What follows belongs to an exercise in optimizing a design on an open flow for small area; a production flow would make more cautious choices. In this exercise RTL edits were held to simulation tests only and were not proved equivalent to the original.

## flow/design.v (module list and top-level ports; edited modules follow where they fit)
// module Cordic: 1794 lines
module Cordic(input clk, input signed [15:0] Xin, input signed [15:0] Yin, output signed [15:0] norm, output signed [15:0] inclination);
  // ...
==> flow/flow/run.sh <==
#!/bin/bash
# Layout flow: the standard ORFS flow (same config.mk, same synth_recipe.tcl,
# same registers), except that
#  - flow/premap.py first maps the RTL's explicit full/half adders (wires fs/fc,
#    hs/hc) onto sky130 fa_1/ha_1 cells, and
#  - Yosys's generic "abc -fast" pass before adder extraction is skipped
#    (SYNTH_ARGS=-noabc).
# Each tool's output goes to a log file in this folder (and ORFS's own logs
# under orfs/logs).
set -euo pipefail
W=$(pwd)
python3 flow/premap.py design.v premapped.v > premap.log 2>&1
export SYNTH_ARGS=-noabc
export BUFFER_PORTS_ARGS="-buffer_cell sky130_fd_sc_hd__buf_1"
make -C "$FLOW_HOME" DESIGN_CONFIG="$W/config.mk" WORK_HOME="$W/orfs" CLKGATE_MAP_FILE= \
  SYNTH_SCRIPT="$W/synth_recipe.tcl" VERILOG_FILES="$W/premapped.v" finish > make.log 2>&1
R="$W/orfs/results/$FLOW_PLATFORM/Cordic/base"
: # left out here: write the final layout as DEF
==> flow/flow/premap.py <==
#!/usr/bin/env python3
"""Replace the full/half adders of the generated RTL (wires fs<n>/fc<n> and
hs<n>/hc<n> with the same operands) by sky130 fa_1/ha_1 cell instances, so that
synthesis keeps them as written.  Everything else, including every register, is
left as it is.  Usage: premap.py design.v out.v"""
import re, sys
src = open(sys.argv[1]).read()
pat = re.compile(r'^\s*wire\s+(f[sc]|h[sc])(\d+)\s*=\s*(.*?);\s*$', re.M)
fa_s, fa_c, ha_s, ha_c = {}, {}, {}, {}
for m in pat.finditer(src):
    kind, num, e = m.group(1), m.group(2), m.group(3)
    name = kind + num
    if kind == 'fs':
        ops = [x.strip() for x in e.split('^')]
        assert len(ops) == 3, e
        fa_s[tuple(sorted(ops))] = (name, ops)
    elif kind == 'fc':
        mm = re.match(r'\((\S+) & (\S+)\) \| \((\S+) & \((\S+) \^ (\S+)\)\)$', e)
        assert mm, e
        ops = [mm.group(1), mm.group(2), mm.group(3)]
        fa_c[tuple(sorted(ops))] = (name, ops)
    elif kind == 'hs':
        ops = [x.strip() for x in e.split('^')]
        ha_s[tuple(sorted(ops))] = (name, ops)
    else:
        ops = [x.strip() for x in e.split('&')]
        ha_c[tuple(sorted(ops))] = (name, ops)
mapped = set(); cells = []
k = 0
for key, (sn, ops) in fa_s.items():
    if key in fa_c:
        cn = fa_c[key][0]
        mapped |= {sn, cn}
        cells.append('  sky130_fd_sc_hd__fa_1 pfa%d (.A(%s), .B(%s), .CIN(%s), .SUM(%s), .COUT(%s));' % (k, ops[0], ops[1], ops[2], sn, cn))
        k += 1
for key, (sn, ops) in ha_s.items():
    if key in ha_c:
        cn = ha_c[key][0]
        mapped |= {sn, cn}
        cells.append('  sky130_fd_sc_hd__ha_1 pha%d (.A(%s), .B(%s), .SUM(%s), .COUT(%s));' % (k, ops[0], ops[1], sn, cn))
        k += 1
def repl(m):
    name = m.group(1) + m.group(2)
    if name in mapped: return '  wire %s;' % name
    return m.group(0)
out = pat.sub(repl, src)
out = out.replace('endmodule', '\n'.join(cells) + '\nendmodule', 1)
open(sys.argv[2], 'w').write(out)
print('premap: %d cells, %d wires' % (k, len(mapped)))
==> flow/standard.sh <==
#!/bin/bash
# synth_recipe.tcl (not shown) runs the flow's synth.tcl, then flattens the netlist and writes it again
# the make line also repeats each setting of config.mk as NAME=value (left out here)
make -C /OpenROAD-flow-scripts/flow DESIGN_CONFIG=/design/flow/config.mk WORK_HOME=/design/flow/orfs CLKGATE_MAP_FILE= SYNTH_SCRIPT=/design/flow/synth_recipe.tcl "${@:-finish}"
==> flow/config.mk <==
export PLATFORM = sky130hd
export DESIGN_NAME = Cordic
export DESIGN_NICKNAME = Cordic
export VERILOG_FILES = /design/flow/design.v
export SDC_FILE = /design/flow/constraint.sdc
export NUM_CORES = 4
export LEC_CHECK = 0
export ABC_AREA = 1
export CAP_MARGIN = 20
export CORE_MARGIN = 2
export CORE_UTILIZATION = 40
export CTS_BUF_LIST = sky130_fd_sc_hd__clkbuf_16
export CTS_CLUSTER_DIAMETER = 100
export CTS_CLUSTER_SIZE = 25
export SLEW_MARGIN = 20
==> flow/constraint.sdc <==
create_clock -name core_clock -period 7.0 [get_ports {clk}]
set_input_delay 1.4000 -clock core_clock [delete_from_list [all_inputs] [get_ports {clk}]]
set_output_delay 1.4000 -clock core_clock [all_outputs]
set_load 0.01 [all_outputs]
==> run_results.csv, run 1 <==
group,metric,value,unit
flow_run,max_cap_violations,0,
die,fp-row-count,73,
final_layout,buffer_area_share,1.73,%
outcome,outcome,"finished clean",
yosys,synth.ff_latch_count,326,
die,start_util,40.4,%
grt,grt_pass1_vias,8516,
clock_network,clkSlewWorstSetupHoldPaths,0.10,ns
clock_network,hold_buffers,0,
die,dieArea,0.0416,mm²
timing,fmax,0.159,GHz
yosys,synth_top_cell_area_share,40.8,%
grt,met2_usage,24.3,%
final_layout,multiInputGateArea,0.00853,mm²
yosys,synth_nets,1588,
yosys,synth_compound_area_share,1.33,%
critical_path,crit_path_top_delay_cell,"fa_1",
critical_path,r2r_end,"r8_864$_DFF_P_",
final_layout,layout_common_cells,"326 x dfxtp_1, 249 x fa_1, 189 x inv_1",
timing,fin_worst_skew,0.0236,ns
timing,fin_ws,0.704,ns
final_layout,final_area,0.0172,mm²
==> run 2, diff against run 1 <==
--- a/flow/flow/run.sh
+++ b/flow/flow/run.sh
@@ -12,5 +12,4 @@
 python3 flow/premap.py design.v premapped.v > premap.log 2>&1
 export SYNTH_ARGS=-noabc
-export BUFFER_PORTS_ARGS="-buffer_cell sky130_fd_sc_hd__buf_1"
 make -C "$FLOW_HOME" DESIGN_CONFIG="$W/config.mk" WORK_HOME="$W/orfs" CLKGATE_MAP_FILE= \
   SYNTH_SCRIPT="$W/synth_recipe.tcl" VERILOG_FILES="$W/premapped.v" finish > make.log 2>&1
==> run 2 against run 1 <==
Compared with the run above: global-route usage fell by 0.45 points; register-to-register slack got worse by 0.04 ns; non-clock buffer count rose by 1.
==> run_results.csv, run 2 <==
group,metric,value,unit
final_layout,n_antenna_cell,0,
clock_network,clk_path_buf_depth,3,
timing,fin_tns_setup,0,ns
yosys,synth_area,0.0160,mm²
timing,hold_viol,0,
final_layout,syn2layout_area_growth,9.94,%
die,start_util,40.4,%
route,drc,0,
yosys,synth_nets,1588,
yosys,yosys.cell_count.top_type,"dfxtp_1",
route,wire_per_inst,12.5,µm
route,ant_nets,0,
final_layout,final_common_cell,"dfxtp_1",
clock_network,clkSlewWorstSetupHoldPaths,0.09,ns
yosys,syn_inst,1178,
final_layout,layout.cells.non_filler,1764,
yosys,synth_common_cells,"326 x dfxtp_1, 249 x fa_1, 188 x inv_1",
timing,fin_worst_skew,0.0112,ns
die,dieArea,0.0416,mm²
final_layout,final_area,0.0176,mm²
clock_network,clkSinkCount,326,
yosys,synth_top_area_cell,"dfxtp_1",
yosys,synth-edff-count,0,
route,first_iter_violations,103,
critical_path,crit_fanout,2,
place,dp_hpwl,18.9,mm
grt,grt_max_degree,26,
die,coreArea,0.0396,mm²
timing,slew_violations,0,
final_layout,layout_common_cells,"326 x dfxtp_1, 249 x fa_1, 189 x inv_1",
grt,grt_pass1_wl,37.8,mm
grt,grt_usage,11.3,%
yosys,synthTopCellsByArea,"dfxtp_1 41%, fa_1 31%, ha_1 10%",
flow_run,max_cap_violations,0,
timing,fmax,0.151,GHz
die,ios,65,
hold_path,hold_class,"flip-flop to flip-flop",
die,die_w,204,µm
route,drt_wl_total,22.1,mm
critical_path,required,5.60,ns
route,dr.pass1.iters,5,
timing,setup_viol,0,
die,fp-row-count,73,
clock_network,insertion_delay,0.50,ns
critical_path,crit_path_top_delay_cell,"clkdlybuf4s50_1",
timing,tightest_slew,0.754,ns
clock_network,cts_buffers,17,
yosys,yosys.cell_types.count,24,
yosys,synth-seq-area-share,40.8,%
route,vias,7293,
critical_path,cp_cell_sequence,"inv_1 -> fa_1 -> fa_1 -> fa_1 -> ha_1 -> fa_1 -> ha_1 -> ha_1 -> ha_1 -> fa_1 -> ha_1 -> ha_1 -> ha_1 -> xor2_1 -> inv_1 -> clkdlybuf4s50_1",
timing,fin_crit,6.64,ns
final_layout,nets,1647,
die,dieHeight,204,µm
yosys,synthArstFlopShare,0,%
clock_network,cts_tree,"done",
critical_path,cp_data_arrival_time,5.24,ns
yosys,synth.ff_latch_count,326,
critical_path,start_kind,"flip-flop",
outcome,outcome,"finished clean",
place,io_buffer_count,63,
critical_path,crit_path_frequent_cell,"ha_1",
yosys,syn_avg_cell_area,13.6,µm²
place,gp_congestion,0.778,
yosys,ys_warn_count,1,
critical_path,path_class,"flip-flop to output pin",
route,via_per_inst,4.13,
place,dpl.cell_count,1743,
yosys,synth_top_cell_area_share,40.8,%
clock_network,hold_buffers,0,
clock_network,cts_max_level,1,
timing,fin_crit_sh,94.9,%
timing,relSlewSlack,49.4,%
yosys,ys.flop_type,"dfxtp_1",
grt,grt_pass1_vias,8360,
timing,holdWs,0.328,ns
final_layout,drive_above_1_share,2.99,%
clock_network,post_cts_buffers,0,
critical_path,cp-end-kind,"output pin",
grt,grt.overflow.total,0,
critical_path,max_stage_delay,0.52,ns
clock_network,cts_repair_resize_count,0,
timing,fin_ws,0.356,ns
place,preCtsSetupSlack,0.666,ns
clock_network,cts_root_buffer,"clkbuf_16",
grt,antenna_found_initial,0,
place,place_area,0.0171,mm²
timing,rsz0062_at_grt,"false",
final_layout,fin_util,44.4,%
==> run 2: cell counts after synthesis <==
No cell type changed its count.
==> run 2: path summary, 6_finish.rpt <==
check                                      from        endpoint  slack [ns]  cells after the start
worst max-delay path            r9_1029$_DFF_P_        norm[15]        0.36                     16
worst max register to register   r7_668$_DFF_P_  r8_969$_DFF_P_        0.67                     20
worst min register to register   r6_405$_DFF_P_  r7_405$_DFF_P_        0.33                      0
worst min-delay path             r6_405$_DFF_P_  r7_405$_DFF_P_        0.33                      0
==> run 2: area by class of cell <==
cell class	instances	area [µm²]
multi-input combinational	630	8530
sequential	326	6530
inverter	190	713
timing repair buffer	72	698
fill	3688	22100
tap	525	657
clock buffer	17	425
clock inverter	4	33.8
==> run 2: kinds of logic after synthesis <==
group                      share of synthesized area [%]
AOI/OAI and AO/OA                                   1.33
xor gates and xnor gates                            9.71
adders and majority gates                           41.2
buffers and inverters                               5.86
DFF                                                 40.8
other                                             0.0234
and+or+nand+nor                                     1.10
==> run 2: per-layer routing <==
metal	GRT usage, %	vias to the layer above	wire [µm]
met5	0	-	0
met4	2.67	0	526
met3	1.66	28	582
met2	24.6	69	12900
met1	10.8	3572	8150
li1	-	3624	-
==> run 2: critical path, delay by kind of cell (launching register included) <==
kind / cells / cell delay, ns
DFF: 1 / 0.38
buffers and inverters: 3 / 0.67
xor gates and xnor gates: 1 / 0.15
adders and majority gates: 12 / 3.52
==> run 3, diff against run 2 <==
==> flow/flow/run.sh (replaced) <==
#!/bin/bash
# Layout flow: the standard ORFS flow (same config.mk, same synth_recipe.tcl,
# same registers), except that
#  - flow/premap.py first maps the RTL's explicit full/half adders (wires fs/fc,
#    hs/hc) onto sky130 fa_1/ha_1 cells, so Yosys's adder extraction and its
#    generic "abc -fast" pass are not needed (ADDER_MAP_FILE empty,
#    SYNTH_ARGS=-noabc); ABC still maps all the other logic;
#  - the port buffers that ORFS puts on every input and output are buf_1.
# Each tool's output goes to a log file in this folder (and ORFS's own logs
# under orfs/logs).
set -euo pipefail
W=$(pwd)
python3 flow/premap.py design.v premapped.v > premap.log 2>&1
export SYNTH_ARGS=-noabc
export BUFFER_PORTS_ARGS="-buffer_cell sky130_fd_sc_hd__buf_1"
make -C "$FLOW_HOME" DESIGN_CONFIG="$W/config.mk" WORK_HOME="$W/orfs" CLKGATE_MAP_FILE= \
  SYNTH_SCRIPT="$W/synth_recipe.tcl" VERILOG_FILES="$W/premapped.v" ADDER_MAP_FILE= \
  finish > make.log 2>&1
R="$W/orfs/results/$FLOW_PLATFORM/Cordic/base"
: # left out here: write the final layout as DEF
--- a/flow/config.mk
+++ b/flow/config.mk
@@ -6,5 +6,4 @@
 export NUM_CORES = 4
 export LEC_CHECK = 0
-export ABC_AREA = 1
 export CAP_MARGIN = 20
 export CORE_MARGIN = 2
@@ -12,4 +11,4 @@
 export CTS_BUF_LIST = sky130_fd_sc_hd__clkbuf_16
 export CTS_CLUSTER_DIAMETER = 100
-export CTS_CLUSTER_SIZE = 25
+export CTS_CLUSTER_SIZE = 32
 export SLEW_MARGIN = 20
==> run 3 against run 2 <==
Compared with the run above: critical path depth unchanged; register-to-register slack worse by 0.08 ns; synthesized area down 3.4%; critical path type unchanged; critical endpoint unchanged.
==> run_results.csv, run 3 <==
group,metric,value,unit
yosys,ys.flop_type,"dfxtp_1",
route,dr.pass1.iters,4,
flow_run,max_cap_violations,0,
place,dp_hpwl,18.4,mm
die,fp-row-count,71,
yosys,synth-seq-area-share,42.3,%
timing,fin_crit,6.48,ns
clock_network,cts_root_buffer,"clkbuf_16",
grt,met1_usage,11.7,%
yosys,synth_top_area_cell,"dfxtp_1",
route,via_per_inst,4.20,
yosys,synth_nets,1450,
final_layout,drive_above_1_share,3.60,%
die,dieHeight,201,µm
yosys,synth_top_cell_area_share,42.3,%
die,ios,65,
clock_network,clk_path_buf_depth,3,
yosys,yosys.cell_types.count,50,
timing,fin_tns_setup,0,ns
route,wire_per_inst,12.9,µm
final_layout,syn2layout_area_growth,7.69,%
final_layout,layout_common_cells,"326 x dfxtp_1, 249 x fa_1, 116 x inv_1",
timing,slew_violations,0,
clock_network,insertion_delay,0.50,ns
timing,fin_crit_sh,92.6,%
timing,relSlewSlack,45.1,%
yosys,synth_common_cells,"326 x dfxtp_1, 249 x fa_1, 116 x inv_1",
clock_network,hold_buffers,0,
timing,setup_viol,0,
place,io_buffer_count,63,
route,ant_nets,0,
final_layout,nets,1507,
clock_network,cts_max_level,1,
grt,grt_pass1_wl,38.3,mm
grt,grt_most_used_layer,"met2",
critical_path,required,5.60,ns
final_layout,nFillCells,3530,
grt,grt_max_degree,33,
die,dieArea,0.0402,mm²
clock_network,cts_repair_resize_count,0,
die,start_util,40.8,%
die,coreArea,0.0378,mm²
critical_path,cp_data_arrival_time,5.08,ns
critical_path,path_class,"flip-flop to output pin",
yosys,synth-edff-count,0,
die,die_w,201,µm
route,drt_wl_total,21.6,mm
timing,fmax,0.154,GHz
yosys,syn_inst,1107,
yosys,synth.ff_latch_count,326,
grt,antenna_found_initial,0,
timing,tightest_slew,0.818,ns
yosys,ys_warn_count,1,
final_layout,final_common_cell,"dfxtp_1",
yosys,yosys.cell_count.top_type,"dfxtp_1",
outcome,outcome,"finished clean",
yosys,synthArstFlopShare,0,%
hold_path,hold_class,"flip-flop to flip-flop",
yosys,synthTopCellsByArea,"dfxtp_1 42%, fa_1 32%, xor2_1 6.5%",
grt,grt.overflow.total,0,
clock_network,cts_buffers,15,
route,drc,0,
critical_path,crit_fanout,3,
critical_path,cp-end-kind,"output pin",
grt,met2_usage,23.8,%
place,gp_congestion,0.791,
grt,grt_usage,11.6,%
timing,hold_viol,0,
timing,fin_worst_skew,0.0231,ns
route,vias,7053,
timing,rsz0062_at_grt,"false",
clock_network,post_cts_buffers,0,
clock_network,cts_tree,"done",
yosys,synth_area,0.0154,mm²
critical_path,start_kind,"flip-flop",
grt,globalRouteMet3Util,1.62,%
clock_network,clkSlewWorstSetupHoldPaths,0.11,ns
final_layout,n_antenna_cell,0,
clock_network,clkSinkCount,326,
yosys,syn_avg_cell_area,14.0,µm²
route,first_iter_violations,185,
grt,grt_pass1_vias,8268,
[run 3: cell count changes in the layout (fill, tap and decap cells not counted), moves of 10 or more]
cell / before / now
ha_1: 128 / 61
inv_1: 189 / 116
maj3_1: 0 / 10
buf_1: 0 / 63
clkdlybuf4s50_1: 63 / 0
xnor2_1: 56 / 78
[run 3: cell type report]
cell class	count	area (µm²)	area share, %
Multi-Input combinational cell	630	8260	49.7
Sequential cell	326	6530	39.2
Tap cell	511	639	3.84
Inverter	118	443	2.66
Clock buffer	15	375	2.26
Timing Repair Buffer	73	312	1.87
Clock inverter	6	72.6	0.436
[run 3: logic make-up (layout without fill, tap and decap cells)]
kind of cell / after synthesis / in the layout / synth area share, %
other: 1 / 1 / 0.0243
adders and majority gates: 321 / 321 / 37.9
AOI/OAI and AO/OA: 36 / 36 / 1.79
and+or+nand+nor: 75 / 75 / 2.45
muxes: 4 / 4 / 0.340
buffers and inverters: 151 / 212 / 4.26
xor gates and xnor gates: 193 / 193 / 10.9
DFF: 326 / 326 / 42.3
[run 3: path summary, 6_finish.rpt]
check	to	slack, ns	startpoint	cells after the start
hold / removal	r6_405$_DFF_P_	0.34	r5_405$_DFF_P_	0
hold reg to reg	r6_405$_DFF_P_	0.34	r5_405$_DFF_P_	0
setup reg to reg	r2_222$_DFF_P_	0.59	r1_60$_DFF_P_	16
setup / recovery	norm[15]	0.52	r9_1029$_DFF_P_	16
[run 3: worst max-delay path, stage by stage, from the launching register on]
cell and delay, ns:
dfxtp_1 0.42, inv_1 0.12, fa_1 0.40, fa_1 0.45, fa_1 0.46, ha_1 0.21, fa_1 0.39, ha_1 0.20
ha_1 0.19, ha_1 0.21, fa_1 0.39, ha_1 0.22, ha_1 0.20, ha_1 0.21, xor2_1 0.20, xnor2_1 0.13
buf_1 0.16
[run 3: routing by layer]
metal / wire length [µm] / share of wire, %
met5: 0 / 0
met4: 790 / 3.7
met3: 532 / 2.5
met2: 12300 / 57
met1: 8030 / 37
[run 3: per-stage QoR]
| step | hold WS, ns | setup WS (ns) | util (%) | cell area [µm²] | cells |
|---|---|---|---|---|---|
| final | 0.336 | 0.519 | 43.9 | 16600 | 1679 |
| after detailed placement | 0.312 | 0.566 | 42.8 | 16200 | 1658 |
| after global placement | 0.313 | 0.680 | 42.8 | 16200 | 1658 |
| after global routing | 0.336 | 0.221 | 43.9 | 16600 | 1679 |
| after floorplan | 0.310 | 0.784 | - | 15400 | 1107 |
| after CTS | 0.339 | 0.424 | 43.9 | 16600 | 1679 |
==> run 4, diff against run 3 <==
--- a/flow/config.mk
+++ b/flow/config.mk
@@ -11,4 +11,4 @@
 export CTS_BUF_LIST = sky130_fd_sc_hd__clkbuf_16
 export CTS_CLUSTER_DIAMETER = 100
-export CTS_CLUSTER_SIZE = 32
+export CTS_CLUSTER_SIZE = 25
 export SLEW_MARGIN = 20
==> run 4 against run 3 <==
Compared with the run above: non-clock buffer count is the same; die area is the same; synthesized cell count stayed put; clock skew decreased by 0.010 ns; hold slack got worse by 0.0090 ns; critical path depth stayed put; highest routed layer unchanged; sequential share of layout area barely moved.
==> run_results.csv, run 4 <==
group,metric,value,unit
clock_network,cts_buffers,17,
yosys,synthArstFlopShare,0,%
critical_path,r2r_cells,17,
route,drc,0,
grt,grt_usage,11.6,%
yosys,syn_avg_cell_area,14.0,µm²
route,wire_per_inst,12.9,µm
clock_network,clk_path_buf_depth,3,
timing,fin_crit,6.46,ns
critical_path,required,5.60,ns
yosys,yosys.cell_types.count,50,
hold_path,hold_class,"flip-flop to flip-flop",
critical_path,r2r_start,"r7_668$_DFF_P_",
timing,fin_ws,0.540,ns
timing,setup_viol,0,
grt,antenna_found_initial,0,
final_layout,fin_util,44.0,%
critical_path,cp_top_family,"adder cells",
yosys,synth_top_area_cell,"dfxtp_1",
route,via_per_inst,4.20,
yosys,synth_top_cell_area_share,42.3,%
timing,fin_crit_sh,92.3,%
clock_network,insertion_delay,0.50,ns
place,place_area,0.0162,mm²
place,io_buffer_count,63,
timing,fin_worst_skew,0.0130,ns
critical_path,path_buf_inv,2,
die,dieHeight,201,µm
final_layout,drive_above_1_share,3.51,%
grt,grt_pass1_vias,8295,
final_layout,n_antenna_cell,0,
grt,grt_max_degree,26,
yosys,synthTopCellsByArea,"dfxtp_1 42%, fa_1 32%, xor2_1 6.5%",
final_layout,final_common_cell,"dfxtp_1",
clock_network,cts_max_level,1,
yosys,synth_common_cells,"326 x dfxtp_1, 249 x fa_1, 116 x inv_1",
outcome,outcome,"finished clean",
critical_path,start_kind,"flip-flop",
yosys,synth-seq-area-share,42.3,%
yosys,ys_warn_count,1,
critical_path,crit_start,"r9_1029$_DFF_P_",
clock_network,cts_root_buffer,"clkbuf_16",
yosys,yosys.cell_count.top_type,"dfxtp_1",
final_layout,layout_common_cells,"326 x dfxtp_1, 249 x fa_1, 116 x inv_1",
die,coreArea,0.0378,mm²
yosys,synth_nets,1450,
route,ant_nets,0,
timing,rsz0062_at_grt,"false",
die,dieArea,0.0402,mm²
route,vias,7046,
die,die_w,201,µm
clock_network,clkSlewWorstSetupHoldPaths,0.09,ns
final_layout,final_area,0.0166,mm²
yosys,synth_area,0.0154,mm²
route,dr.pass1.iters,4,
die,fp-row-count,71,
timing,relSlewSlack,44.4,%
clock_network,cts_repair_resize_count,0,
place,dpl.cell_count,1658,
timing,slew_violations,0,
clock_network,hold_buffers,0,
timing,fin_tns_setup,0,ns
critical_path,reg2reg_setup_slack,0.61,ns
clock_network,clkSinkCount,326,
timing,hold_viol,0,
place,dp_hpwl,18.4,mm
yosys,ys.flop_type,"dfxtp_1",
critical_path,crit_path_top_delay_cell,"fa_1",
critical_path,max_stage_delay,0.46,ns
final_layout,layout.cells.non_filler,1679,
critical_path,crit_path_frequent_cell,"ha_1",
die,ios,65,
critical_path,cp_cell_sequence,"inv_1 -> fa_1 -> fa_1 -> fa_1 -> ha_1 -> fa_1 -> ha_1 -> ha_1 -> ha_1 -> fa_1 -> ha_1 -> ha_1 -> ha_1 -> xor2_1 -> xnor2_1 -> buf_1",
final_layout,nets,1509,
clock_network,cts_tree,"done",
place,preCtsSetupSlack,0.566,ns
route,drt_wl_total,21.6,mm
yosys,synth.ff_latch_count,326,
yosys,syn_inst,1107,
timing,fmax,0.155,GHz
grt,grt_pass1_wl,38.3,mm
hold_path,min-delay-start,"r7_187$_DFF_P_",
critical_path,path_class,"flip-flop to output pin",
die,start_util,40.8,%
hold_path,min_to,"r8_187$_DFF_P_",
flow_run,max_cap_violations,0,
critical_path,crit_fanout,3,
route,first_iter_violations,168,
final_layout,syn2layout_area_growth,7.74,%
critical_path,cp_data_arrival_time,5.06,ns
clock_network,post_cts_buffers,0,
timing,tightest_slew,0.828,ns
place,gp_congestion,0.791,
hold_path,min_path_cells,0,
timing,holdWs,0.327,ns
yosys,synth-edff-count,0,
grt,grt.overflow.total,0,
critical_path,r2r_end,"r8_969$_DFF_P_",
critical_path,cp-end-kind,"output pin",
==> run 4: cell count changes in the layout (fill, tap and decap cells not counted), sizes merged <==
| cell | previous run | this run |
|---|---|---|
| clkinv | 4 | 2 |
| clkbuf | 15 | 17 |
==> run 4: kinds of logic after synthesis <==
kind of cell             share of synthesized area [%]
flip-flops                                        42.3
adder cells (fa/ha/maj)                           37.9
XOR/XNOR                                          10.9
buffers and inverters                             4.26
AND/OR/NAND/NOR                                   2.45
AO/OA/AOI/OAI                                     1.79
multiplexers                                     0.340
other                                           0.0243
==> run 4: layout make-up <==
class / instances / area [µm²]
inverter: 118 / 443
multi-input combinational: 630 / 8260
sequential: 326 / 6530
fill: 3525 / 21200
timing repair buffer: 73 / 312
tap: 511 / 639
clock buffer: 17 / 425
clock inverter: 4 / 30.0
==> run 4: worst reg2reg max path: stages (launching register included) <==
cell	delay (ns)
dfxtp_1	0.35
inv_1	0.06
fa_1	0.41
fa_1	0.39
fa_1	0.43
or4_1	0.43
or3_1	0.31
o21ai_1	0.44
xnor2_1	0.22
inv_1	0.08
fa_1	0.39
fa_1	0.39
fa_1	0.39
fa_1	0.39
fa_1	0.40
fa_1	0.53
fa_1	0.42
ha_1	0.28
==> run 4: routing by layer <==
metal	up-vias	wire length, µm	global-route usage [%]
met5	-	0	0
met3	45	518	1.61
li1	3486	-	-
met2	84	12300	23.8
met1	3431	8010	11.6
met4	0	803	4.52
==> run 4: how the worst max path moves through the flow <==
stage | to | depth (start not counted)
6_report | norm[15] | 16
5_1_grt | norm[15] | 16
4_1_cts | norm[15] | 16
3_5_place_dp | r2_222$_DFF_P_ | 16
3_3_place_gp | r2_222$_DFF_P_ | 16
2_1_floorplan | r2_222$_DFF_P_ | 17
==> run 5, diff against run 4 <==
--- a/flow/config.mk
+++ b/flow/config.mk
@@ -9,6 +9,6 @@
 export CORE_MARGIN = 2
 export CORE_UTILIZATION = 40
-export CTS_BUF_LIST = sky130_fd_sc_hd__clkbuf_16
+export CTS_BUF_LIST = sky130_fd_sc_hd__clkbuf_8
 export CTS_CLUSTER_DIAMETER = 100
-export CTS_CLUSTER_SIZE = 25
+export CTS_CLUSTER_SIZE = 18
 export SLEW_MARGIN = 20
==> run 5 against run 4 <==
Compared with the run above: still clean; first-iteration DRC count decreased by 16%; final area decreased by 0.56%; final cell count increased by 0.24%; sequential share of layout area increased by 0.22 points; die area unchanged; hold slack got worse by 0.012 ns; non-clock buffer count unchanged; global-route usage increased by 0.10 points; wire length increased by 1.2%; via count increased by 0.94%; critical endpoint unchanged; largest cell class unchanged.
==> run_results.csv, run 5 <==
group,metric,value,unit
yosys,synth_nets,1450,
clock_network,clkSlewWorstSetupHoldPaths,0.10,ns
timing,rsz0062_at_grt,"false",
critical_path,r2r_cells,17,
clock_network,hold_buffers,0,
final_layout,final_common_cell,"dfxtp_1",
route,first_iter_violations,141,
timing,setup_viol,0,
place,dp_hpwl,18.4,mm
yosys,yosys.cell_count.top_type,"dfxtp_1",
route,wire_per_inst,13.0,µm
grt,antenna_found_initial,0,
timing,fin_crit,6.52,ns
critical_path,cp_data_arrival_time,5.12,ns
final_layout,syn2layout_area_growth,7.14,%
yosys,synth-seq-area-share,42.3,%
die,ios,65,
timing,hold_viol,0,
grt,grt.overflow.total,0,
timing,fin_tns_setup,0,ns
timing,tightest_slew,0.819,ns
final_layout,fin_util,43.7,%
yosys,synth_top_cell_area_share,42.3,%
clock_network,post_cts_buffers,0,
die,die_w,201,µm
critical_path,cp-end-kind,"output pin",
yosys,ys.flop_type,"dfxtp_1",
yosys,synth_area,0.0154,mm²
yosys,synth_common_cells,"326 x dfxtp_1, 249 x fa_1, 116 x inv_1",
route,drc,0,
yosys,synthTopCellsByArea,"dfxtp_1 42%, fa_1 32%, xor2_1 6.5%",
clock_network,cts_tree,"done",
yosys,ys_warn_count,1,
place,preCtsSetupSlack,0.566,ns
place,io_buffer_count,63,
timing,fin_crit_sh,93.2,%
yosys,synth_top_area_cell,"dfxtp_1",
final_layout,drive_above_1_share,4.01,%
timing,slew_violations,0,
timing,fin_ws,0.476,ns
grt,grt_usage,11.7,%
final_layout,nets,1514,
route,via_per_inst,4.23,
outcome,outcome,"finished clean",
yosys,synth.ff_latch_count,326,
clock_network,cts_max_level,1,
timing,fin_worst_skew,0.0226,ns
grt,grt_pass1_wl,38.6,mm
clock_network,cts_root_buffer,"clkbuf_8",
route,ant_nets,0,
clock_network,cts_repair_resize_count,0,
critical_path,path_class,"flip-flop to output pin",
die,start_util,40.8,%
hold_path,hold_class,"flip-flop to flip-flop",
clock_network,clkSinkCount,326,
route,dr.pass1.iters,5,
die,coreArea,0.0378,mm²
yosys,synthArstFlopShare,0,%
clock_network,insertion_delay,0.56,ns
critical_path,start_kind,"flip-flop",
clock_network,cts_buffers,22,
yosys,synth-edff-count,0,
final_layout,n_antenna_cell,0,
route,drt_wl_total,21.9,mm
die,fp-row-count,71,
flow_run,max_cap_violations,0,
critical_path,required,5.60,ns
grt,grt_pass1_vias,8346,
yosys,yosys.cell_types.count,50,
critical_path,crit_fanout,3,
timing,relSlewSlack,45.0,%
die,dieArea,0.0402,mm²
yosys,syn_avg_cell_area,14.0,µm²
place,gp_congestion,0.791,
clock_network,clk_path_buf_depth,3,
grt,grt_max_degree,19,
yosys,syn_inst,1107,
timing,fmax,0.153,GHz
final_layout,layout_common_cells,"326 x dfxtp_1, 249 x fa_1, 116 x inv_1",
die,dieHeight,201,µm
hold_path,min_path_cells,0,
route,vias,7112,
## run 5: cell counts after synthesis
Identical to the previous run, type by type.
## run 5: cell families after synthesis
| logic type | synth area share [%] |
|---|---|
| flops | 42.3 |
| other cells | 0.0243 |
| fa+ha+maj | 37.9 |
| mux | 0.340 |
| simple gates | 2.45 |
| compound gates | 1.79 |
| buf+inv | 4.26 |
| xor+xnor | 10.9 |
## run 5: cell type report
type / instances / area (µm²)
Inverter: 118 / 443
Fill cell: 3538 / 21300
Tap cell: 511 / 639
Sequential cell: 326 / 6530
Multi-Input combinational cell: 630 / 8260
Clock inverter: 2 / 46.3
Timing Repair Buffer: 73 / 312
Clock buffer: 23 / 317
## run 5: final timing paths
kind | start | to | slack, ns
hold / removal | r3_187$_DFF_P_ | r4_187$_DFF_P_ | 0.32
setup reg to reg | r7_668$_DFF_P_ | r8_864$_DFF_P_ | 0.58
setup / recovery | r9_1029$_DFF_P_ | norm[15] | 0.48
hold reg to reg | r3_187$_DFF_P_ | r4_187$_DFF_P_ | 0.32
## run 5: critical path: stages (launching register included)
cell	delay, ns
dfxtp_1	0.42
inv_1	0.12
fa_1	0.40
fa_1	0.45
fa_1	0.46
ha_1	0.21
fa_1	0.39
ha_1	0.20
ha_1	0.19
ha_1	0.21
fa_1	0.39
ha_1	0.22
ha_1	0.20
ha_1	0.21
xor2_1	0.20
xnor2_1	0.13
buf_1	0.16
## run 5: metrics by stage
stage | hold slack, ns | instances | instance area (µm²)
finish | 0.315 | 1683 | 16500
detailed placement | 0.312 | 1658 | 16200
CTS | 0.313 | 1683 | 16500
global route | 0.310 | 1683 | 16500
global placement | 0.313 | 1658 | 16200
floorplan | 0.310 | 1107 | 15400
## run 5: per-layer routing
metal / global-route usage (%) / vias up / part of all wire, % / routed length [µm]
met5: 0 / - / 0 / 0
met4: 4.47 / 0 / 4.1 / 905
met3: 1.69 / 53 / 2.7 / 593
met2: 24.0 / 95 / 56 / 12300
met1: 11.7 / 3475 / 37 / 8070
li1: - / 3489 / - / -

-- re-timing with driven ports --
How much do the figures lean on ideal ports? The routed layouts below were timed once more, with nothing changed but the port constraints. Step 1, drivers: a clkbuf_16 drives clk and a buf_2 each remaining input, both assumed. Step 2, shift: input delay + t, output delay - t, t = (earliest + latest rising clock arrival at the registers) / 2. This alone moves slack from input paths to output paths. a / b / c = no drivers / after step 1 / after step 2; a / b = the first two.
run | shift t [ns] | slack for setup (ns) | worst hold slack (ns) | cell pins on the clock port's net
run 1 | 0.548 | 0.704 / 0.652 / 0.710 | 0.330 / 0.330 / 0.330 | 1
run 2 | 0.550 | 0.356 / 0.303 / 0.674 | 0.328 / 0.328 / 0.328 | 1
run 3 | 0.540 | 0.519 / 0.468 / 0.591 | 0.336 / 0.336 / 0.336 | 1
run 4 | 0.544 | 0.540 / 0.487 / 0.611 | 0.327 / 0.327 / 0.327 | 1
run 5 | 0.589 | 0.476 / 0.431 / 0.582 | 0.315 / 0.315 / 0.315 | 1
After both steps setup and hold are still met in every run listed.
